This design comes from an exercise in tuning for small area and a short achievable clock period on the open sky130 flow, not from production work. The RTL was checked by simulation tests, not by an equivalence proof against the original design. Power and IR drop assume default switching activity.

==> flow/design.v, too long to show whole: its modules and the start of the top module <==
// module abs_difference: 8 lines
// module SAD_4x8: 1384 lines
// module control: 28 lines
// module top_level: 165 lines
module top_level
#(parameter WIDTH = 8)
(
	input clk, rst, init, finish, ack,
	input [WIDTH-1:0]
		ori_0,
		ori_1,
		ori_2,
		ori_3,
		ori_4,
		ori_5,
		ori_6,
		ori_7,
		ori_8,
		ori_9,
		ori_10,
		ori_11,
		ori_12,
		ori_13,
		ori_14,
		ori_15,
		ori_16,
		ori_17,
		ori_18,
		ori_19,
		ori_20,
		ori_21,
		ori_22,
		ori_23,
		ori_24,
		ori_25,
		ori_26,
		ori_27,
		ori_28,
		ori_29,
		ori_30,
		ori_31,
		can_0,
		can_1,
		can_2,
		can_3,
		can_4,
		can_5,
		can_6,
		can_7,
		can_8,
		can_9,
		can_10,
		can_11,
		can_12,
		can_13,
		can_14,
		can_15,
		can_16,
		can_17,
		can_18,
		can_19,
		can_20,
		can_21,
		can_22,
		can_23,
		can_24,
		can_25,
		can_26,
		can_27,
		can_28,
		can_29,
		can_30,
		can_31,
	output done,
	output [WIDTH+4:0] out_sad
	);
  // ...
==> flow/flow/run.sh <==
#!/bin/bash
# The standard layout, except that the port buffers are buf_1 cells
# (buffer_ports otherwise picks the slow, large clkdlybuf4s50_1). repair_design
# and repair_timing still resize them as they do any buffer.
set -euo pipefail
export BUFFER_PORTS_ARGS="-buffer_cell sky130_fd_sc_hd__buf_1"
bash standard.sh finish > standard.log 2>&1
==> flow/standard.sh <==
#!/bin/bash
# synth_recipe.tcl (not shown) runs the flow's synth.tcl, then flattens the netlist and writes it again
# the make line also repeats each setting of config.mk as NAME=value (left out here)
make -C /OpenROAD-flow-scripts/flow DESIGN_CONFIG=/design/flow/config.mk WORK_HOME=/design/flow/orfs CLKGATE_MAP_FILE= SYNTH_SCRIPT=/design/flow/synth_recipe.tcl "${@:-finish}"
==> flow/config.mk <==
export PLATFORM = sky130hd
export DESIGN_NAME = top_level
export DESIGN_NICKNAME = top_level
export VERILOG_FILES = /design/flow/design.v
export SDC_FILE = /design/flow/constraint.sdc
export NUM_CORES = 4
export LEC_CHECK = 0
export ABC_AREA = 1
export CAP_MARGIN = 20
export CORE_MARGIN = 2
export CORE_UTILIZATION = 40
export SLEW_MARGIN = 20
==> flow/constraint.sdc <==
create_clock -name core_clock -period 5.8 [get_ports {clk}]
set_input_delay 1.1600 -clock core_clock [delete_from_list [all_inputs] [get_ports {clk}]]
set_output_delay 1.1600 -clock core_clock [all_outputs]
set_load 0.01 [all_outputs]
==> impl_metrics.xml, run 1 <==
<?xml version="1.0" encoding="UTF-8"?>
<metrics>
  <group name="sta">
    <metric name="timing.slew.headroom" unit="%">32.61</metric>
    <metric name="rsz_0062_raised_after_global_routing" unit="">false</metric>
  </group>
  <group name="worst_hold_path">
    <metric name="hold_path_depth" unit="">0</metric>
  </group>
  <group name="power_and_ir_drop">
    <metric name="power.density" unit="nW/µm²">604.7</metric>
    <metric name="leakagePower" unit="µW">0.01691</metric>
    <metric name="overall_power_after_layout" unit="µW">18990</metric>
    <metric name="switching_share" unit="%">49.61</metric>
    <metric name="power_combinational" unit="µW">13500</metric>
    <metric name="power.share.combinational" unit="%">71.3</metric>
    <metric name="power_sequential" unit="µW">3450</metric>
  </group>
  <group name="yosys">
    <metric name="synth_compound_gate_area_share" unit="%">6.938</metric>
    <metric name="synth_warnings" unit="">3</metric>
    <metric name="post_synth_num_cell_types" unit="">40</metric>
    <metric name="synth_xor_xnor_area_share" unit="%">9.016</metric>
    <metric name="yosys-top-cells-count" unit="">900 x sky130_fd_sc_hd__inv_1, 646 x sky130_fd_sc_hd__nand2_1, 291 x sky130_fd_sc_hd__fa_1, 283 x sky130_fd_sc_hd__ha_1, 256 x sky130_fd_sc_hd__dfxtp_1</metric>
    <metric name="synth.area.top_cells" unit="">sky130_fd_sc_hd__fa_1 21%, sky130_fd_sc_hd__dfxtp_1 19%, sky130_fd_sc_hd__ha_1 13%</metric>
  </group>
  <group name="clocking">
    <metric name="cts.root.buffer_cell" unit="">sky130_fd_sc_hd__clkbuf_16</metric>
    <metric name="cts_tree" unit="">built</metric>
    <metric name="cts-resized-gates" unit="">0</metric>
    <metric name="h_tree_levels" unit="">1</metric>
  </group>
  <group name="die">
    <metric name="fp.dieW" unit="µm">265.2</metric>
  </group>
  <group name="route">
    <metric name="postRouteWirelength" unit="µm">75640</metric>
    <metric name="met2WireLength" unit="µm">37970</metric>
  </group>
  <group name="critical_path">
    <metric name="crit_fanout" unit="">1</metric>
    <metric name="startpoint_type" unit="">register</metric>
    <metric name="reg2regPathDepth" unit="">7</metric>
    <metric name="criticalPathCategory" unit="">register to register</metric>
    <metric name="worstSetupPathDepth" unit="">7</metric>
    <metric name="critPathMostFrequentCell" unit="">sky130_fd_sc_hd__fa_1</metric>
  </group>
  <group name="finish">
    <metric name="final.signal_inverter_count" unit="">910</metric>
    <metric name="n_multi_input_combinational_cell" unit="">2252</metric>
    <metric name="final_cell_mix" unit="">900 x sky130_fd_sc_hd__inv_1, 646 x sky130_fd_sc_hd__nand2_1, 530 x sky130_fd_sc_hd__buf_1</metric>
    <metric name="final_net_count" unit="">5073</metric>
  </group>
  <group name="grt">
    <metric name="grt-ovfl-total" unit="">0</metric>
    <metric name="groute.layer.met1.usage" unit="%">28.02</metric>
  </group>
  <group name="status">
    <metric name="run_status" unit="">finished clean</metric>
  </group>
</metrics>
==> inputs of run 2 (changes only) <==
--- a/flow/config.mk
+++ b/flow/config.mk
@@ -9,4 +9,5 @@
 export CAP_MARGIN = 20
 export CORE_MARGIN = 2
-export CORE_UTILIZATION = 40
+export CORE_UTILIZATION = 60
+export PLACE_DENSITY = 0.75
 export SLEW_MARGIN = 20
==> run 2 against run 1 <==
Compared with the run above: power grew 3.1%; global-route usage grew 9.0 points; first-iteration DRC count grew 13%; hold slack lost 9.9 ps; sequential power is essentially flat; register-to-register slack lost 60 ps; combinational power grew 5%; die area shrank 33%; critical endpoint is now b_SAD_4x8.rb[19].
==> impl_metrics.xml, run 2 <==
<?xml version="1.0" encoding="UTF-8"?>
<metrics>
  <group name="critical_path">
    <metric name="crit_fanout" unit="">1</metric>
    <metric name="critPathArrivalTime" unit="ps">3690</metric>
    <metric name="cp_data_required_time" unit="ps">6210</metric>
    <metric name="timing.critical_path.to_type" unit="">register</metric>
    <metric name="startpoint_type" unit="">register</metric>
    <metric name="r2r_slack" unit="ps">2510</metric>
    <metric name="criticalPathCategory" unit="">register to register</metric>
  </group>
  <group name="place">
    <metric name="sum_of_net_half_perimeters_after_detailed_placement" unit="µm">62870</metric>
    <metric name="io_buffers" unit="">530</metric>
    <metric name="gp_congestion" unit="">0.9403</metric>
    <metric name="post_dp_area" unit="µm²">30010</metric>
  </group>
  <group name="die">
    <metric name="ioPinCount" unit="">531</metric>
    <metric name="row_count" unit="">78</metric>
    <metric name="coreArea" unit="µm²">45090</metric>
    <metric name="die_height" unit="µm">217.2</metric>
    <metric name="fp.dieW" unit="µm">217.2</metric>
    <metric name="initial_standard_cell_utilization_of_the_core" unit="%">60.51</metric>
    <metric name="design.die.area" unit="µm²">47200</metric>
  </group>
  <group name="route">
    <metric name="detailroute.via_count" unit="">22840</metric>
    <metric name="detailedRoute.firstIterationViolations" unit="">1201</metric>
    <metric name="drtAntennaViolNets" unit="">0</metric>
    <metric name="remaining_drc_errors" unit="">0</metric>
    <metric name="routed_wire_length_per_instance" unit="µm">15.43</metric>
    <metric name="drtPass1Iterations" unit="">5</metric>
    <metric name="postRouteWirelength" unit="µm">71000</metric>
    <metric name="routed_via_density" unit="">4.963</metric>
  </group>
  <group name="sta">
    <metric name="finalCriticalPeriod" unit="ps">3287</metric>
    <metric name="worst_clock_skew" unit="ps">9.783</metric>
    <metric name="final_hold_viol_count" unit="">0</metric>
    <metric name="rsz_0062_raised_after_global_routing" unit="">false</metric>
    <metric name="final-setup-viol-count" unit="">0</metric>
    <metric name="timing.slew.headroom" unit="%">45.65</metric>
    <metric name="fin_tns_setup" unit="ps">0</metric>
    <metric name="finalCritPeriodShare" unit="%">56.68</metric>
    <metric name="holdWs" unit="ps">369.4</metric>
    <metric name="timing.fmax" unit="MHz">304.2</metric>
    <metric name="least_margin_pin_slew" unit="ps">812.3</metric>
    <metric name="final_max_slew_viol_count" unit="">0</metric>
  </group>
  <group name="finish">
    <metric name="final_cell_mix" unit="">900 x sky130_fd_sc_hd__inv_1, 646 x sky130_fd_sc_hd__nand2_1, 530 x sky130_fd_sc_hd__buf_1</metric>
    <metric name="final_cell_area" unit="µm²">30980</metric>
    <metric name="area_delta_synth_final" unit="%">13.54</metric>
    <metric name="final_common_cell" unit="">sky130_fd_sc_hd__inv_1</metric>
    <metric name="final_net_count" unit="">5072</metric>
    <metric name="largest_reg_flops" unit="">196</metric>
    <metric name="final_core_util" unit="%">68.71</metric>
    <metric name="top_register" unit="">b_SAD_4x8.ra</metric>
    <metric name="drive_gt1_share" unit="%">4.049</metric>
    <metric name="largest_registers" unit="">b_SAD_4x8.ra: 196 flops, b_SAD_4x8.rb: 45 flops, total: 13 flops</metric>
  </group>
  <group name="clocking">
    <metric name="cts_tree" unit="">built</metric>
    <metric name="cts.root.buffer_cell" unit="">sky130_fd_sc_hd__clkbuf_16</metric>
    <metric name="cts-resized-gates" unit="">0</metric>
    <metric name="clock_path_buffers" unit="">3</metric>
    <metric name="clkSlewWorstSetupHoldPaths" unit="ps">60</metric>
    <metric name="h_tree_levels" unit="">1</metric>
    <metric name="cts_setup_buffers" unit="">0</metric>
    <metric name="insertion_delay" unit="ps">540</metric>
    <metric name="cts.sinks" unit="">259</metric>
    <metric name="cts_made_buffers" unit="">28</metric>
    <metric name="cts_hold_buffers" unit="">0</metric>
  </group>
  <group name="yosys">
    <metric name="synth_fp_nets" unit="">4515</metric>
    <metric name="synth_enable_flop_cells" unit="">0</metric>
    <metric name="synth.area.top_cells" unit="">sky130_fd_sc_hd__fa_1 21%, sky130_fd_sc_hd__dfxtp_1 19%, sky130_fd_sc_hd__ha_1 13%</metric>
    <metric name="synth-seq-cells" unit="">259</metric>
    <metric name="synthCells" unit="">3424</metric>
    <metric name="yosysTopAreaCell" unit="">sky130_fd_sc_hd__fa_1</metric>
    <metric name="synth_async_sr_flop_share" unit="%">1.158</metric>
    <metric name="dominantRegCellSynth" unit="">sky130_fd_sc_hd__dfxtp_1</metric>
    <metric name="post-synth-top-area-fraction" unit="%">21.35</metric>
    <metric name="post_synth_num_cell_types" unit="">40</metric>
    <metric name="yosys.cell_count.top_type" unit="">sky130_fd_sc_hd__inv_1</metric>
    <metric name="avg_cell_area_syn" unit="µm²">7.968</metric>
    <metric name="yosys-top-cells-count" unit="">900 x sky130_fd_sc_hd__inv_1, 646 x sky130_fd_sc_hd__nand2_1, 291 x sky130_fd_sc_hd__fa_1, 283 x sky130_fd_sc_hd__ha_1, 256 x sky130_fd_sc_hd__dfxtp_1</metric>
    <metric name="synth_warnings" unit="">3</metric>
    <metric name="synth-seq-area-share" unit="%">19.06</metric>
    <metric name="synthesis.area" unit="µm²">27280</metric>
  </group>
  <group name="power_and_ir_drop">
    <metric name="power.density" unit="nW/µm²">631.8</metric>
    <metric name="overall_power_after_layout" unit="µW">19570</metric>
    <metric name="peakVddDrop" unit="µV">727.1</metric>
    <metric name="leakagePower" unit="µW">0.01685</metric>
  </group>
  <group name="grt">
    <metric name="via_count_of_the_first_global_routing_pass" unit="">22590</metric>
    <metric name="grt_start_max_net_pins" unit="">15</metric>
    <metric name="grt-ovfl-total" unit="">0</metric>
    <metric name="grt_first_pass_wirelength" unit="µm">112600</metric>
    <metric name="number_of_antenna_violations_at_the_first_check_in_global_routing" unit="">2</metric>
    <metric name="globalRouteTotalUtil" unit="%">30.37</metric>
  </group>
  <group name="worst_hold_path">
    <metric name="timing.hold.worst.class" unit="">register to register</metric>
  </group>
  <group name="status">
    <metric name="run_status" unit="">finished clean</metric>
  </group>
  <group name="run">
    <metric name="cap_viol_max_count" unit="">0</metric>
  </group>
</metrics>
-- run 2: cell counts after synthesis --
No cell type changed its count.
-- run 2: through the flow --
stage	std cells	setup WS, ps
3_3_place_gp	4551	2252
3_5_place_dp	4551	2216
2_1_floorplan	3424	2668
4_1_cts	4601	2517
5_1_grt	4602	2432
6_report	4602	2513
-- run 2: cell families (layout without fill, tap and decap cells) --
kind of cell / after synthesis / in the layout / share of synthesized area [%]
simple gates: 1100 / 1100 / 18.07
buf+inv: 913 / 1490 / 12.59
fa+ha+maj: 574 / 574 / 34.33
compound gates: 298 / 298 / 6.938
xor+xnor: 280 / 280 / 9.016
flops: 259 / 259 / 19.06
other cells: 0 / 1 / 0
-- run 2: where the power goes --
group          switching, µW  internal, µW  leakage [µW]  total (µW)
Sequential               538          2930       0.00219        3470
Clock                    747          1150      0.000461        1890
Combinational           8480          5730        0.0142       14200
-- run 2: critical path, cell delays in order, from the launching register on --
cell and delay, ps:
sky130_fd_sc_hd__dfxtp_1 310, sky130_fd_sc_hd__inv_1 70, sky130_fd_sc_hd__fa_1 590, sky130_fd_sc_hd__fa_1 550
sky130_fd_sc_hd__fa_1 540, sky130_fd_sc_hd__fa_1 550, sky130_fd_sc_hd__inv_1 50, sky130_fd_sc_hd__fa_1 500
-- run 2: path summary, 6_finish.rpt --
path / from / end / depth (start not counted)
worst max-delay path: b_SAD_4x8.ra[101] / b_SAD_4x8.rb[19] / 7
worst min-delay path: en_1 / en_2 / 0
worst max register to register: b_SAD_4x8.ra[101] / b_SAD_4x8.rb[19] / 7
worst min register to register: en_1 / en_2 / 0
max in group asynchronous: rst / b_control.done_st / 2
min in group asynchronous: rst / b_control.busy / 2
-- run 2: cell type report --
type	instances	area, µm²
antenna	1	2.502
clock buffer	35	758.2
clock inverter	15	212.7
fill	3961	14110
inverter	910	3416
multi-input combinational	2252	18650
sequential	259	5200
tap	600	750.7
timing repair buffer	530	1989
-- run 2: layer usage --
| layer | routed length [µm] | share of wire (%) | global-route usage, % |
|---|---|---|---|
| met1 | 30120 | 42 | 38.59 |
| met3 | 3586 | 5.1 | 3.522 |
| met4 | 1791 | 2.5 | 6.941 |
| met5 | 13 | 0.018 | 0 |
| met2 | 35490 | 50 | 55.23 |
==> inputs of run 3 (changes only) <==
--- a/flow/config.mk
+++ b/flow/config.mk
@@ -9,5 +9,5 @@
 export CAP_MARGIN = 20
 export CORE_MARGIN = 2
-export CORE_UTILIZATION = 60
-export PLACE_DENSITY = 0.75
+export CORE_UTILIZATION = 45
+export PLACE_DENSITY = 0.9
 export SLEW_MARGIN = 20
==> run 3 against run 2 <==
Compared with the run above: first-iteration DRC count grew 9.9%; core utilization shrank 17 points; count of clock-buffer cells in the layout grew 1; sequential power is essentially flat; hold slack gained 36 ps; wire length grew 8.5%; via count grew 1.9%; sequential share of layout area shrank 0.083 points; clock skew grew 6.3 ps; design area grew 0.50%; global-route usage shrank 5.9 points; cell count grew 4.0%; critical path type unchanged.
==> impl_metrics.xml, run 3 <==
<?xml version="1.0" encoding="UTF-8"?>
<metrics>
  <group name="status">
    <metric name="run_status" unit="">finished clean</metric>
  </group>
  <group name="finish">
    <metric name="largest_reg_flops" unit="">196</metric>
    <metric name="largest_registers" unit="">b_SAD_4x8.ra: 196 flops, b_SAD_4x8.rb: 45 flops, total: 13 flops</metric>
    <metric name="final_common_cell" unit="">sky130_fd_sc_hd__inv_1</metric>
    <metric name="area_delta_synth_final" unit="%">14.11</metric>
    <metric name="final_net_count" unit="">5071</metric>
    <metric name="top_register" unit="">b_SAD_4x8.ra</metric>
    <metric name="final_cell_mix" unit="">900 x sky130_fd_sc_hd__inv_1, 646 x sky130_fd_sc_hd__nand2_1, 530 x sky130_fd_sc_hd__buf_1</metric>
    <metric name="layout.cells.non_filler" unit="">4784</metric>
    <metric name="drive_gt1_share" unit="%">4.051</metric>
  </group>
  <group name="yosys">
    <metric name="synth_async_sr_flop_share" unit="%">1.158</metric>
    <metric name="synth_fp_nets" unit="">4515</metric>
    <metric name="yosysTopAreaCell" unit="">sky130_fd_sc_hd__fa_1</metric>
    <metric name="yosys.cell_count.top_type" unit="">sky130_fd_sc_hd__inv_1</metric>
    <metric name="synthesis.area" unit="µm²">27280</metric>
    <metric name="synthCells" unit="">3424</metric>
    <metric name="yosys-top-cells-count" unit="">900 x sky130_fd_sc_hd__inv_1, 646 x sky130_fd_sc_hd__nand2_1, 291 x sky130_fd_sc_hd__fa_1, 283 x sky130_fd_sc_hd__ha_1, 256 x sky130_fd_sc_hd__dfxtp_1</metric>
    <metric name="synth_enable_flop_cells" unit="">0</metric>
    <metric name="synth_warnings" unit="">3</metric>
    <metric name="post_synth_num_cell_types" unit="">40</metric>
    <metric name="avg_cell_area_syn" unit="µm²">7.968</metric>
    <metric name="synth-seq-cells" unit="">259</metric>
    <metric name="synth.area.top_cells" unit="">sky130_fd_sc_hd__fa_1 21%, sky130_fd_sc_hd__dfxtp_1 19%, sky130_fd_sc_hd__ha_1 13%</metric>
    <metric name="dominantRegCellSynth" unit="">sky130_fd_sc_hd__dfxtp_1</metric>
    <metric name="synth-seq-area-share" unit="%">19.06</metric>
    <metric name="post-synth-top-area-fraction" unit="%">21.35</metric>
  </group>
  <group name="die">
    <metric name="initial_standard_cell_utilization_of_the_core" unit="%">45.37</metric>
    <metric name="die_height" unit="µm">250.2</metric>
    <metric name="design.die.area" unit="µm²">62620</metric>
    <metric name="fp.dieW" unit="µm">250.2</metric>
    <metric name="ioPinCount" unit="">531</metric>
    <metric name="row_count" unit="">90</metric>
    <metric name="coreArea" unit="µm²">60130</metric>
  </group>
  <group name="critical_path">
    <metric name="cp_data_required_time" unit="ps">6210</metric>
    <metric name="worst_path_dominant_cell_family" unit="">adder cells</metric>
    <metric name="reg2regPathDepth" unit="">9</metric>
    <metric name="timing.critical_path.to_type" unit="">register</metric>
    <metric name="crit_fanout" unit="">1</metric>
    <metric name="setup.worst_path.start" unit="">b_SAD_4x8.ra[110]</metric>
    <metric name="critical_path.reg2reg.startpoint" unit="">b_SAD_4x8.ra[110]</metric>
    <metric name="critical-path-slowest-cell" unit="">sky130_fd_sc_hd__fa_1</metric>
    <metric name="startpoint_type" unit="">register</metric>
    <metric name="timing.critical_path.slowest_cell_delay" unit="ps">530</metric>
    <metric name="criticalPathCategory" unit="">register to register</metric>
    <metric name="critPathMostFrequentCell" unit="">sky130_fd_sc_hd__fa_1</metric>
    <metric name="crit_buf_inv" unit="">4</metric>
    <metric name="critPathArrivalTime" unit="ps">3630</metric>
    <metric name="critical_path.cell_chain" unit="">inv_1 &gt; fa_1 &gt; inv_1 &gt; fa_1 &gt; inv_1 &gt; fa_1 &gt; fa_1 &gt; inv_1 &gt; fa_1</metric>
    <metric name="r2r_slack" unit="ps">2580</metric>
    <metric name="rr_endpoint" unit="">b_SAD_4x8.rb[23]</metric>
  </group>
  <group name="sta">
    <metric name="finalCritPeriodShare" unit="%">55.56</metric>
    <metric name="final-setup-viol-count" unit="">0</metric>
    <metric name="fin_tns_setup" unit="ps">0</metric>
    <metric name="finalCriticalPeriod" unit="ps">3222</metric>
    <metric name="final_critical_path_setup_slack" unit="ps">2578</metric>
    <metric name="final_max_slew_viol_count" unit="">0</metric>
    <metric name="timing.fmax" unit="MHz">310.3</metric>
    <metric name="timing.slew.headroom" unit="%">39.98</metric>
    <metric name="holdWs" unit="ps">405.2</metric>
    <metric name="final_hold_viol_count" unit="">0</metric>
    <metric name="worst_clock_skew" unit="ps">16.11</metric>
    <metric name="rsz_0062_raised_after_global_routing" unit="">false</metric>
    <metric name="least_margin_pin_slew" unit="ps">897.0</metric>
  </group>
  <group name="worst_hold_path">
    <metric name="timing.hold.worst.class" unit="">register to register</metric>
    <metric name="worstHoldEndpoint" unit="">en_2</metric>
    <metric name="hold_path_depth" unit="">0</metric>
    <metric name="timing.hold.worst.start" unit="">en_1</metric>
  </group>
  <group name="route">
    <metric name="postRouteWirelength" unit="µm">77030</metric>
    <metric name="detailedRoute.firstIterationViolations" unit="">1320</metric>
    <metric name="routed_wire_length_per_instance" unit="µm">16.10</metric>
    <metric name="drtPass1Iterations" unit="">6</metric>
    <metric name="detailroute.via_count" unit="">23270</metric>
    <metric name="remaining_drc_errors" unit="">0</metric>
    <metric name="drtAntennaViolNets" unit="">0</metric>
    <metric name="routed_via_density" unit="">4.865</metric>
  </group>
  <group name="clocking">
    <metric name="cts_tree" unit="">built</metric>
    <metric name="clock_path_buffers" unit="">3</metric>
    <metric name="cts.sinks" unit="">259</metric>
    <metric name="cts_made_buffers" unit="">27</metric>
    <metric name="cts.root.buffer_cell" unit="">sky130_fd_sc_hd__clkbuf_16</metric>
    <metric name="cts_hold_buffers" unit="">0</metric>
    <metric name="cts-resized-gates" unit="">0</metric>
    <metric name="clkSlewWorstSetupHoldPaths" unit="ps">70</metric>
    <metric name="cts_setup_buffers" unit="">0</metric>
    <metric name="insertion_delay" unit="ps">550</metric>
    <metric name="h_tree_levels" unit="">1</metric>
  </group>
  <group name="place">
    <metric name="dp_worst_setup_slack" unit="ps">2266</metric>
    <metric name="io_buffers" unit="">530</metric>
    <metric name="placed_cells" unit="">4733</metric>
    <metric name="sum_of_net_half_perimeters_after_detailed_placement" unit="µm">68490</metric>
    <metric name="gp_congestion" unit="">0.9609</metric>
  </group>
  <group name="grt">
    <metric name="grt-ovfl-total" unit="">0</metric>
    <metric name="via_count_of_the_first_global_routing_pass" unit="">23520</metric>
    <metric name="grt_first_pass_wirelength" unit="µm">120400</metric>
    <metric name="globalRouteTotalUtil" unit="%">24.46</metric>
    <metric name="number_of_antenna_violations_at_the_first_check_in_global_routing" unit="">7</metric>
    <metric name="grt_start_max_net_pins" unit="">15</metric>
  </group>
  <group name="run">
    <metric name="cap_viol_max_count" unit="">0</metric>
  </group>
  <group name="power_and_ir_drop">
    <metric name="share_clk_of_total_power" unit="%">9.0</metric>
    <metric name="power_frac_seq" unit="%">17.6</metric>
    <metric name="power.density" unit="nW/µm²">629.8</metric>
    <metric name="power.share.combinational" unit="%">73.4</metric>
    <metric name="leakagePower" unit="µW">0.01684</metric>
    <metric name="overall_power_after_layout" unit="µW">19610</metric>
    <metric name="power_report.internal_total" unit="µW">9689</metric>
    <metric name="peakVddDrop" unit="µV">704.8</metric>
    <metric name="switchingPower" unit="µW">9919</metric>
    <metric name="switching_share" unit="%">50.59</metric>
  </group>
</metrics>
[run 3: cell counts after synthesis]
Identical to the previous run, type by type.
[run 3: worst max path at each step]
| stage | depth (start not counted) | slack (ps) | to |
|---|---|---|---|
| after floorplan | 12 | 2670 | b_SAD_4x8.ra[141] |
| after CTS | 9 | 2540 | b_SAD_4x8.rb[23] |
| after global placement | 12 | 2290 | b_SAD_4x8.ra[118] |
| after global routing | 7 | 2470 | b_SAD_4x8.rb[23] |
| after detailed placement | 12 | 2270 | b_SAD_4x8.ra[118] |
| final | 9 | 2580 | b_SAD_4x8.rb[23] |
[run 3: power by group through the flow]
stage,Combinational (µW),Clock [µW],Sequential (µW)
CTS,14400,1770,3470
global route,16500,1840,3530
global placement,13200,0,3500
finish,14400,1760,3460
detailed placement,14300,0,3500
floorplan,9660,0,3240
[run 3: area by class of cell]
| class | instances | area (µm²) |
|---|---|---|
| Fill cell | 5527 | 29000 |
| Multi-Input combinational cell | 2252 | 18650 |
| Sequential cell | 259 | 5200 |
| Inverter | 910 | 3416 |
| Timing Repair Buffer | 530 | 1989 |
| Tap cell | 782 | 978.4 |
| Clock buffer | 36 | 769.5 |
| Clock inverter | 12 | 122.6 |
| Antenna cell | 3 | 7.507 |
[run 3: through the flow]
step / area, µm² / utilization, %
floorplan: 27280 / -
global placement: 30230 / 50.28
detailed placement: 30230 / 50.28
CTS: 31120 / 51.76
global route: 31130 / 51.77
finish: 31130 / 51.77
[run 3: logic make-up (layout without fill, tap and decap cells)]
group	after synthesis	in the layout	share of synthesized area [%]
compound gates	298	298	6.938
xor+xnor	280	280	9.016
fa+ha+maj	574	574	34.33
buf+inv	913	1488	12.59
flops	259	259	19.06
other cells	0	3	0
simple gates	1100	1100	18.07
[run 3: per-layer routing]
metal	wire [µm]	part of all wire, %	vias to the layer above	track usage, %
li1	-	-	11590	-
met1	32190	42	10740	30.38
met2	37830	49	746	43.49
met3	3852	5.0	186	3.076
met4	3094	4.0	8	8.777
met5	55	0.071	-	0
==> inputs of run 4 (changes only) <==
--- a/flow/config.mk
+++ b/flow/config.mk
@@ -11,3 +11,4 @@
 export CORE_UTILIZATION = 45
 export PLACE_DENSITY = 0.9
+export SETUP_SLACK_MARGIN = 2.8
 export SLEW_MARGIN = 20
==> run 4 against run 3 <==
Compared with the run above: die area stayed put; critical endpoint is now b_SAD_4x8.rb[19]; synthesized cell count stayed put; global-route usage is 1.0 points lower; clock skew is 2.1 ps lower; largest cell class unchanged.
==> impl_metrics.xml, run 4 <==
<?xml version="1.0" encoding="UTF-8"?>
<metrics>
  <group name="status">
    <metric name="run_status" unit="">finished clean</metric>
  </group>
  <group name="yosys">
    <metric name="yosys-top-cells-count" unit="">900 x sky130_fd_sc_hd__inv_1, 646 x sky130_fd_sc_hd__nand2_1, 291 x sky130_fd_sc_hd__fa_1, 283 x sky130_fd_sc_hd__ha_1, 256 x sky130_fd_sc_hd__dfxtp_1</metric>
    <metric name="yosys.cell_count.top_type" unit="">sky130_fd_sc_hd__inv_1</metric>
    <metric name="synth_fp_nets" unit="">4515</metric>
    <metric name="synth_adder_area_share" unit="%">34.33</metric>
    <metric name="synth_warnings" unit="">3</metric>
    <metric name="synth-seq-area-share" unit="%">19.06</metric>
    <metric name="post-synth-top-area-fraction" unit="%">21.35</metric>
    <metric name="synthCells" unit="">3424</metric>
    <metric name="synth_compound_gate_area_share" unit="%">6.938</metric>
    <metric name="synth_top_family_by_area" unit="">adder cells</metric>
    <metric name="post_synth_mux_area_share" unit="%">0</metric>
    <metric name="synthesis.area" unit="µm²">27280</metric>
    <metric name="synth_enable_flop_cells" unit="">0</metric>
    <metric name="synth-seq-cells" unit="">259</metric>
    <metric name="yosysTopAreaCell" unit="">sky130_fd_sc_hd__fa_1</metric>
    <metric name="synth_async_sr_flop_share" unit="%">1.158</metric>
    <metric name="avg_cell_area_syn" unit="µm²">7.968</metric>
    <metric name="post_synth_num_cell_types" unit="">40</metric>
    <metric name="yosys.area_share.simple" unit="%">18.07</metric>
    <metric name="synth.area.top_cells" unit="">sky130_fd_sc_hd__fa_1 21%, sky130_fd_sc_hd__dfxtp_1 19%, sky130_fd_sc_hd__ha_1 13%</metric>
    <metric name="dominantRegCellSynth" unit="">sky130_fd_sc_hd__dfxtp_1</metric>
    <metric name="synth_xor_xnor_area_share" unit="%">9.016</metric>
  </group>
  <group name="clocking">
    <metric name="cts.root.buffer_cell" unit="">sky130_fd_sc_hd__clkbuf_16</metric>
    <metric name="clkSlewWorstSetupHoldPaths" unit="ps">60</metric>
    <metric name="insertion_delay" unit="ps">560</metric>
    <metric name="cts_setup_buffers" unit="">0</metric>
    <metric name="clock_path_buffers" unit="">3</metric>
    <metric name="cts_made_buffers" unit="">29</metric>
    <metric name="cts_tree" unit="">built</metric>
    <metric name="cts.sinks" unit="">259</metric>
    <metric name="cts_hold_buffers" unit="">0</metric>
    <metric name="h_tree_levels" unit="">1</metric>
  </group>
  <group name="critical_path">
    <metric name="critPathArrivalTime" unit="ps">3540</metric>
    <metric name="crit_fanout" unit="">1</metric>
    <metric name="timing.critical_path.to_type" unit="">register</metric>
    <metric name="criticalPathCategory" unit="">register to register</metric>
    <metric name="cp_data_required_time" unit="ps">6220</metric>
    <metric name="critPathMostFrequentCell" unit="">sky130_fd_sc_hd__fa_1</metric>
    <metric name="worst_path_dominant_cell_family" unit="">adder cells</metric>
    <metric name="startpoint_type" unit="">register</metric>
    <metric name="critical_path.cell_chain" unit="">fa_2 &gt; inv_2 &gt; fa_1 &gt; fa_1 &gt; fa_1 &gt; inv_2 &gt; fa_1</metric>
    <metric name="timing.critical_path.slowest_cell_delay" unit="ps">630</metric>
    <metric name="crit_buf_inv" unit="">2</metric>
    <metric name="critical-path-slowest-cell" unit="">sky130_fd_sc_hd__fa_2</metric>
  </group>
  <group name="sta">
    <metric name="least_margin_pin_slew" unit="ps">1000</metric>
    <metric name="finalCriticalPeriod" unit="ps">3110</metric>
    <metric name="finalCritPeriodShare" unit="%">53.63</metric>
    <metric name="holdWs" unit="ps">402.0</metric>
    <metric name="final_hold_viol_count" unit="">0</metric>
    <metric name="rsz_0062_raised_after_global_routing" unit="">true</metric>
    <metric name="worst_clock_skew" unit="ps">13.99</metric>
    <metric name="final_critical_path_setup_slack" unit="ps">2690</metric>
    <metric name="final_max_slew_viol_count" unit="">0</metric>
    <metric name="timing.fmax" unit="MHz">321.5</metric>
    <metric name="fin_tns_setup" unit="ps">0</metric>
    <metric name="timing.slew.headroom" unit="%">33.06</metric>
    <metric name="final-setup-viol-count" unit="">0</metric>
  </group>
  <group name="grt">
    <metric name="number_of_antenna_violations_at_the_first_check_in_global_routing" unit="">2</metric>
    <metric name="grt_first_pass_wirelength" unit="µm">116900</metric>
    <metric name="grt_start_max_net_pins" unit="">15</metric>
    <metric name="grt-ovfl-total" unit="">0</metric>
    <metric name="globalRouteTotalUtil" unit="%">23.46</metric>
    <metric name="via_count_of_the_first_global_routing_pass" unit="">23690</metric>
  </group>
  <group name="place">
    <metric name="sum_of_net_half_perimeters_after_detailed_placement" unit="µm">65150</metric>
    <metric name="dp_worst_setup_slack" unit="ps">2310</metric>
    <metric name="io_buffers" unit="">530</metric>
    <metric name="placed_cells" unit="">4733</metric>
    <metric name="gp_congestion" unit="">0.9476</metric>
  </group>
  <group name="finish">
    <metric name="layout.cells.non_filler" unit="">4787</metric>
    <metric name="largest_reg_flops" unit="">196</metric>
    <metric name="final_cell_mix" unit="">856 x sky130_fd_sc_hd__inv_1, 631 x sky130_fd_sc_hd__nand2_1, 528 x sky130_fd_sc_hd__buf_1</metric>
    <metric name="nFillCells" unit="">5481</metric>
    <metric name="final_common_cell" unit="">sky130_fd_sc_hd__inv_1</metric>
    <metric name="largest_registers" unit="">b_SAD_4x8.ra: 196 flops, b_SAD_4x8.rb: 45 flops, total: 13 flops</metric>
    <metric name="final_net_count" unit="">5073</metric>
    <metric name="top_register" unit="">b_SAD_4x8.ra</metric>
    <metric name="area_delta_synth_final" unit="%">16.51</metric>
    <metric name="drive_gt1_share" unit="%">8.344</metric>
  </group>
  <group name="power_and_ir_drop">
    <metric name="switchingPower" unit="µW">9890</metric>
    <metric name="switching_share" unit="%">49.68</metric>
    <metric name="power_report.internal_total" unit="µW">10020</metric>
    <metric name="share_clk_of_total_power" unit="%">10.2</metric>
    <metric name="power.density" unit="nW/µm²">626.2</metric>
    <metric name="leakagePower" unit="µW">0.01685</metric>
    <metric name="power_frac_seq" unit="%">17.4</metric>
    <metric name="peakVddDrop" unit="µV">713.0</metric>
    <metric name="power.share.combinational" unit="%">72.5</metric>
  </group>
  <group name="die">
    <metric name="design.die.area" unit="µm²">62620</metric>
    <metric name="ioPinCount" unit="">531</metric>
    <metric name="row_count" unit="">90</metric>
    <metric name="fp.dieW" unit="µm">250.2</metric>
    <metric name="die_height" unit="µm">250.2</metric>
    <metric name="coreArea" unit="µm²">60130</metric>
    <metric name="initial_standard_cell_utilization_of_the_core" unit="%">45.37</metric>
  </group>
  <group name="route">
    <metric name="drtPass1Iterations" unit="">6</metric>
    <metric name="detailedRoute.firstIterationViolations" unit="">1077</metric>
    <metric name="routed_via_density" unit="">4.826</metric>
    <metric name="routed_wire_length_per_instance" unit="µm">15.38</metric>
    <metric name="remaining_drc_errors" unit="">0</metric>
    <metric name="drtAntennaViolNets" unit="">0</metric>
    <metric name="detailroute.via_count" unit="">23100</metric>
    <metric name="postRouteWirelength" unit="µm">73610</metric>
  </group>
  <group name="run">
    <metric name="cap_viol_max_count" unit="">0</metric>
  </group>
  <group name="worst_hold_path">
    <metric name="timing.hold.worst.class" unit="">register to register</metric>
  </group>
</metrics>
## run 4: changes by cell type in the layout (fill, tap and decap cells not counted), sizes merged
| cell | delta |
|---|---|
| bufinv | +4 |
| diode | -1 |
| clkbuf | +3 |
| inv | -1 |
| buf | -2 |
## run 4: final cells by class
type / count / area [µm²] / area share, %
Tap cell: 782 / 978.4 / 3.078
Multi-Input combinational cell: 2252 / 19100 / 60.09
Antenna cell: 2 / 5.005 / 0.01574
Timing Repair Buffer: 530 / 1992 / 6.266
Clock inverter: 15 / 241.5 / 0.7597
Inverter: 910 / 3446 / 10.84
Clock buffer: 37 / 807.0 / 2.539
Sequential cell: 259 / 5218 / 16.41
## run 4: worst register-to-register path, delay by kind of cell (launching register included)
kind | cells | cell delay [ps]
fa+ha+maj | 5 | 2570
flops | 1 | 320
buf+inv | 2 | 100
## run 4: cells by family after synthesis
| kind of cell | count (synthesis) |
|---|---|
| buf+inv | 913 |
| fa+ha+maj | 574 |
| flops | 259 |
| xor+xnor | 280 |
| simple gates | 1100 |
| compound gates | 298 |
## run 4: final timing paths
path                                    from                end  slack (ps)  cells after the start
max in group asynchronous                rst  b_control.done_st        5230                      2
min                                     en_1               en_2         400                      0
max                        b_SAD_4x8.ra[100]   b_SAD_4x8.rb[19]        2690                      7
max reg2reg                b_SAD_4x8.ra[100]   b_SAD_4x8.rb[19]        2690                      7
min reg2reg                             en_1               en_2         400                      0
min in group asynchronous                rst  b_control.wait_st         440                      2
## run 4: through the flow
| step | cell area (µm²) | utilization (%) | power (µW) |
|---|---|---|---|
| final | 31790 | 52.86 | 19910 |
| after global routing | 31790 | 52.86 | 22250 |
| after CTS | 31740 | 52.79 | 19700 |
| after detailed placement | 30630 | 50.94 | 17220 |
| after global placement | 30630 | 50.94 | 16430 |
| after floorplan | 27690 | - | 12910 |
## run 4: repair_timing
| item | in CTS | in global routing |
|---|---|---|
| setup endpoints to repair | 16 | 17 |
| pin swaps | 32 | 31 |
| gates resized for setup | 41 | 33 |
## run 4: routing by layer
metal	share of wire (%)	global-route usage, %	up-vias	wire [µm]
met3	4.7	2.515	145	3426
li1	-	-	11590	-
met1	42	29.10	10710	30790
met5	0	0	-	0
met2	50	42.45	655	36690
met4	3.7	7.630	0	2705
## run 4: power by group through the flow
stage | clock [µW] | combinational [µW] | sequential (µW)
final | 2020 | 14400 | 3460
after global routing | 2130 | 16600 | 3550
after CTS | 2060 | 14200 | 3490
after detailed placement | 0 | 13700 | 3500
after global placement | 0 | 12900 | 3510
after floorplan | 0 | 9670 | 3240
==> inputs of run 5 (changes only) <==
--- a/flow/config.mk
+++ b/flow/config.mk
@@ -6,9 +6,6 @@
 export NUM_CORES = 4
 export LEC_CHECK = 0
-export ABC_AREA = 1
 export CAP_MARGIN = 20
 export CORE_MARGIN = 2
-export CORE_UTILIZATION = 45
-export PLACE_DENSITY = 0.9
-export SETUP_SLACK_MARGIN = 2.8
+export CORE_UTILIZATION = 40
 export SLEW_MARGIN = 20
==> run 5 against run 4 <==
Compared with the run above: via count shrank 9.1%; design area shrank 3.0%; largest cell class unchanged; die area grew 11%; count of clock-buffer cells in the layout is the same; critical endpoint is now total[12]; highest routed layer is now met5; sequential power is essentially flat; wire length grew 2.1%.
==> impl_metrics.xml, run 5 <==
<?xml version="1.0" encoding="UTF-8"?>
<metrics>
  <group name="critical_path">
    <metric name="critical-path-slowest-cell" unit="">sky130_fd_sc_hd__fa_1</metric>
    <metric name="timing.critical_path.to_type" unit="">register</metric>
    <metric name="cp_data_required_time" unit="ps">6230</metric>
    <metric name="critical_path.cell_chain" unit="">inv_1 &gt; fa_1 &gt; inv_1 &gt; fa_1 &gt; fa_1 &gt; a211oi_1 &gt; o21bai_1 &gt; o2111a_1 &gt; o41ai_2 &gt; xor2_1 &gt; o21ai_1</metric>
    <metric name="timing.critical_path.slowest_cell_delay" unit="ps">500</metric>
    <metric name="crit_fanout" unit="">3</metric>
    <metric name="critPathMostFrequentCell" unit="">sky130_fd_sc_hd__fa_1</metric>
    <metric name="criticalPathCategory" unit="">register to register</metric>
    <metric name="startpoint_type" unit="">register</metric>
    <metric name="critPathArrivalTime" unit="ps">3780</metric>
  </group>
  <group name="die">
    <metric name="die_height" unit="µm">263.1</metric>
    <metric name="design.die.area" unit="µm²">69220</metric>
    <metric name="row_count" unit="">94</metric>
    <metric name="ioPinCount" unit="">531</metric>
    <metric name="initial_standard_cell_utilization_of_the_core" unit="%">40.63</metric>
    <metric name="coreArea" unit="µm²">66100</metric>
    <metric name="fp.dieW" unit="µm">263.1</metric>
  </group>
  <group name="yosys">
    <metric name="synthCells" unit="">2950</metric>
    <metric name="synthesis.area" unit="µm²">26850</metric>
    <metric name="synth.area.top_cells" unit="">sky130_fd_sc_hd__fa_1 22%, sky130_fd_sc_hd__dfxtp_1 19%, sky130_fd_sc_hd__ha_1 13%</metric>
    <metric name="yosys.cell_count.top_type" unit="">sky130_fd_sc_hd__inv_1</metric>
    <metric name="synth_async_sr_flop_share" unit="%">1.158</metric>
    <metric name="avg_cell_area_syn" unit="µm²">9.103</metric>
    <metric name="synth_enable_flop_cells" unit="">0</metric>
    <metric name="dominantRegCellSynth" unit="">sky130_fd_sc_hd__dfxtp_1</metric>
    <metric name="synth_fp_nets" unit="">4041</metric>
    <metric name="synth_warnings" unit="">3</metric>
    <metric name="yosysTopAreaCell" unit="">sky130_fd_sc_hd__fa_1</metric>
    <metric name="post_synth_num_cell_types" unit="">85</metric>
    <metric name="post-synth-top-area-fraction" unit="%">21.69</metric>
    <metric name="synth-seq-cells" unit="">259</metric>
    <metric name="synth-seq-area-share" unit="%">19.36</metric>
    <metric name="yosys-top-cells-count" unit="">653 x sky130_fd_sc_hd__inv_1, 291 x sky130_fd_sc_hd__fa_1, 283 x sky130_fd_sc_hd__ha_1, 263 x sky130_fd_sc_hd__xnor2_1, 256 x sky130_fd_sc_hd__dfxtp_1</metric>
  </group>
  <group name="sta">
    <metric name="fin_tns_setup" unit="ps">0</metric>
    <metric name="worst_clock_skew" unit="ps">28.21</metric>
    <metric name="timing.fmax" unit="MHz">298.8</metric>
    <metric name="finalCritPeriodShare" unit="%">57.71</metric>
    <metric name="final-setup-viol-count" unit="">0</metric>
    <metric name="final_hold_viol_count" unit="">0</metric>
    <metric name="finalCriticalPeriod" unit="ps">3347</metric>
    <metric name="least_margin_pin_slew" unit="ps">670.5</metric>
    <metric name="final_max_slew_viol_count" unit="">0</metric>
    <metric name="rsz_0062_raised_after_global_routing" unit="">false</metric>
    <metric name="timing.slew.headroom" unit="%">55.14</metric>
  </group>
  <group name="route">
    <metric name="detailedRoute.firstIterationViolations" unit="">878</metric>
    <metric name="detailroute.via_count" unit="">21000</metric>
    <metric name="routed_via_density" unit="">4.800</metric>
    <metric name="drtPass1Iterations" unit="">5</metric>
    <metric name="routed_wire_length_per_instance" unit="µm">17.19</metric>
    <metric name="remaining_drc_errors" unit="">0</metric>
    <metric name="drtAntennaViolNets" unit="">0</metric>
    <metric name="postRouteWirelength" unit="µm">75190</metric>
  </group>
  <group name="grt">
    <metric name="via_count_of_the_first_global_routing_pass" unit="">20920</metric>
    <metric name="number_of_antenna_violations_at_the_first_check_in_global_routing" unit="">3</metric>
    <metric name="globalRouteMet2Util" unit="%">37.87</metric>
    <metric name="grt_start_max_net_pins" unit="">16</metric>
    <metric name="globalRouteMet3Util" unit="%">2.853</metric>
    <metric name="globalRouteTotalUtil" unit="%">21.39</metric>
    <metric name="grt_first_pass_wirelength" unit="µm">114700</metric>
    <metric name="grt_max_usage_layer" unit="">met2</metric>
    <metric name="grt-ovfl-total" unit="">0</metric>
    <metric name="groute.layer.met1.usage" unit="%">27.98</metric>
  </group>
  <group name="place">
    <metric name="io_buffers" unit="">530</metric>
    <metric name="sum_of_net_half_perimeters_after_detailed_placement" unit="µm">67190</metric>
    <metric name="gp_congestion" unit="">0.9290</metric>
  </group>
  <group name="worst_hold_path">
    <metric name="timing.hold.worst.class" unit="">primary input to async pin</metric>
  </group>
  <group name="finish">
    <metric name="antenna_cells_inserted" unit="">0</metric>
    <metric name="final_core_util" unit="%">46.65</metric>
    <metric name="final_cell_mix" unit="">653 x sky130_fd_sc_hd__inv_1, 530 x sky130_fd_sc_hd__buf_1, 291 x sky130_fd_sc_hd__fa_1</metric>
    <metric name="final_net_count" unit="">4581</metric>
    <metric name="largest_reg_flops" unit="">196</metric>
    <metric name="largest_registers" unit="">b_SAD_4x8.ra: 196 flops, b_SAD_4x8.rb: 45 flops, total: 13 flops</metric>
    <metric name="top_register" unit="">b_SAD_4x8.ra</metric>
    <metric name="final_common_cell" unit="">sky130_fd_sc_hd__inv_1</metric>
    <metric name="drive_gt1_share" unit="%">3.218</metric>
    <metric name="area_delta_synth_final" unit="%">14.83</metric>
  </group>
  <group name="clocking">
    <metric name="cts.root.buffer_cell" unit="">sky130_fd_sc_hd__clkbuf_16</metric>
    <metric name="insertion_delay" unit="ps">580</metric>
    <metric name="cts_tree" unit="">built</metric>
    <metric name="h_tree_levels" unit="">1</metric>
    <metric name="cts_made_buffers" unit="">29</metric>
    <metric name="clock_path_buffers" unit="">3</metric>
    <metric name="cts_hold_buffers" unit="">0</metric>
    <metric name="cts.sinks" unit="">259</metric>
    <metric name="clkSlewWorstSetupHoldPaths" unit="ps">60</metric>
    <metric name="cts_setup_buffers" unit="">0</metric>
    <metric name="cts-resized-gates" unit="">0</metric>
  </group>
  <group name="power_and_ir_drop">
    <metric name="leakagePower" unit="µW">0.01436</metric>
    <metric name="power.share.combinational" unit="%">71.5</metric>
    <metric name="switchingPower" unit="µW">9146</metric>
    <metric name="peakVddDrop" unit="µV">720.5</metric>
    <metric name="power.density" unit="nW/µm²">617.6</metric>
    <metric name="power_report.internal_total" unit="µW">9897</metric>
    <metric name="switching_share" unit="%">48.03</metric>
    <metric name="share_clk_of_total_power" unit="%">10.2</metric>
    <metric name="power_frac_seq" unit="%">18.3</metric>
  </group>
  <group name="status">
    <metric name="run_status" unit="">finished clean</metric>
  </group>
  <group name="run">
    <metric name="cap_viol_max_count" unit="">0</metric>
  </group>
</metrics>
-- run 5: power by group through the flow --
stage	sequential [µW]	combinational (µW)	clock (µW)
after floorplan	3250	9620	0
after global placement	3540	13300	0
after detailed placement	3530	13700	0
after CTS	3510	13800	1990
after global routing	3560	15800	2060
final	3480	13600	1950
-- run 5: per-layer routing --
| layer | vias up | wire length [µm] |
|---|---|---|
| met5 | - | 54 |
| met4 | 8 | 1440 |
| met1 | 9803 | 33570 |
| met3 | 78 | 3254 |
| li1 | 10630 | - |
| met2 | 479 | 36870 |
-- run 5: kinds of logic after synthesis --
kind of cell,Yosys count,share of synthesized area (%)
buffers and inverters,674,9.487
adder cells (fa/ha/maj),574,34.88
AO/OA/AOI/OAI,539,13.83
AND/OR/NAND/NOR,525,9.883
XOR/XNOR,357,11.70
flip-flops,259,19.36
multiplexers,22,0.8526
-- run 5: path summary, 6_finish.rpt --
path                            startpoint                end  slack, ps  cells past startpoint
max                        b_SAD_4x8.rb[5]          total[12]       2450                     11
min reg2reg                      total[12]          total[12]        450                      2
max reg2reg                b_SAD_4x8.rb[5]          total[12]       2450                     11
min                                    rst  b_control.wait_st        440                      2
min in group core_clock          total[12]          total[12]        450                      2
max in group asynchronous              rst     b_control.busy       5220                      2
-- run 5: area by class of cell --
class                      instances  area (µm²)
inverter                         653        2451
clock inverter                    15       201.4
sequential                       259        5200
multi-input combinational       2017       19110
fill                            6531       35260
timing repair buffer             530        1989
clock buffer                      37       805.8
tap                              864        1081
-- run 5: critical path: cells and delay by family (launching register included) --
family	cells	cell delay, ps
compound gates	5	1120
xor+xnor	1	210
fa+ha+maj	3	1450
buf+inv	2	110
flops	1	310
-- run 5: metrics by stage --
stage	hold WS (ps)	instances	total power, µW	area (µm²)	setup WS [ps]
2_1_floorplan	387.3	2950	12870	26850	2268
3_3_place_gp	435.8	4323	16850	29830	1887
3_5_place_dp	444.3	4323	17260	29830	1839
4_1_cts	411.9	4375	19300	30830	2461
5_1_grt	429.0	4375	21400	30830	2231
6_report	440.6	4375	19040	30830	2453

## what the ideal ports hide
The flow's constraints put no driver on any port. The routed layouts listed below were extracted and timed again, unchanged, in two steps. Step 1: set_driving_cell puts a clkbuf_16 on clk and a buf_2 on each other input, an assumption about the parent block. Step 2, shift: input delay + t, output delay - t, t = (earliest + latest rising clock arrival at the registers) / 2. This alone moves slack from input paths to output paths. Slacks: ideal / step 1 / step 2; pairs: ideal / step 1.
| run | t, ns | setup WS [ns] | worst data-port slew with drivers (ns) |
|---|---|---|---|
| run 1 | 0.625 | 2.570 / 2.570 / 2.180 | 0.08 |
| run 2 | 0.596 | 2.513 / 2.513 / 2.199 | 0.08 |
| run 3 | 0.589 | 2.578 / 2.578 / 2.298 | 0.11 |
| run 4 | 0.604 | 2.690 / 2.690 / 2.376 | 0.10 |
| run 5 | 0.625 | 2.453 / 2.453 / 1.890 | 0.10 |
After both steps setup and hold are still met in every run listed. For run 5, which loses most, drivers alone change the setup slack by 0.000 ns; drivers and shift together by -0.563 ns.
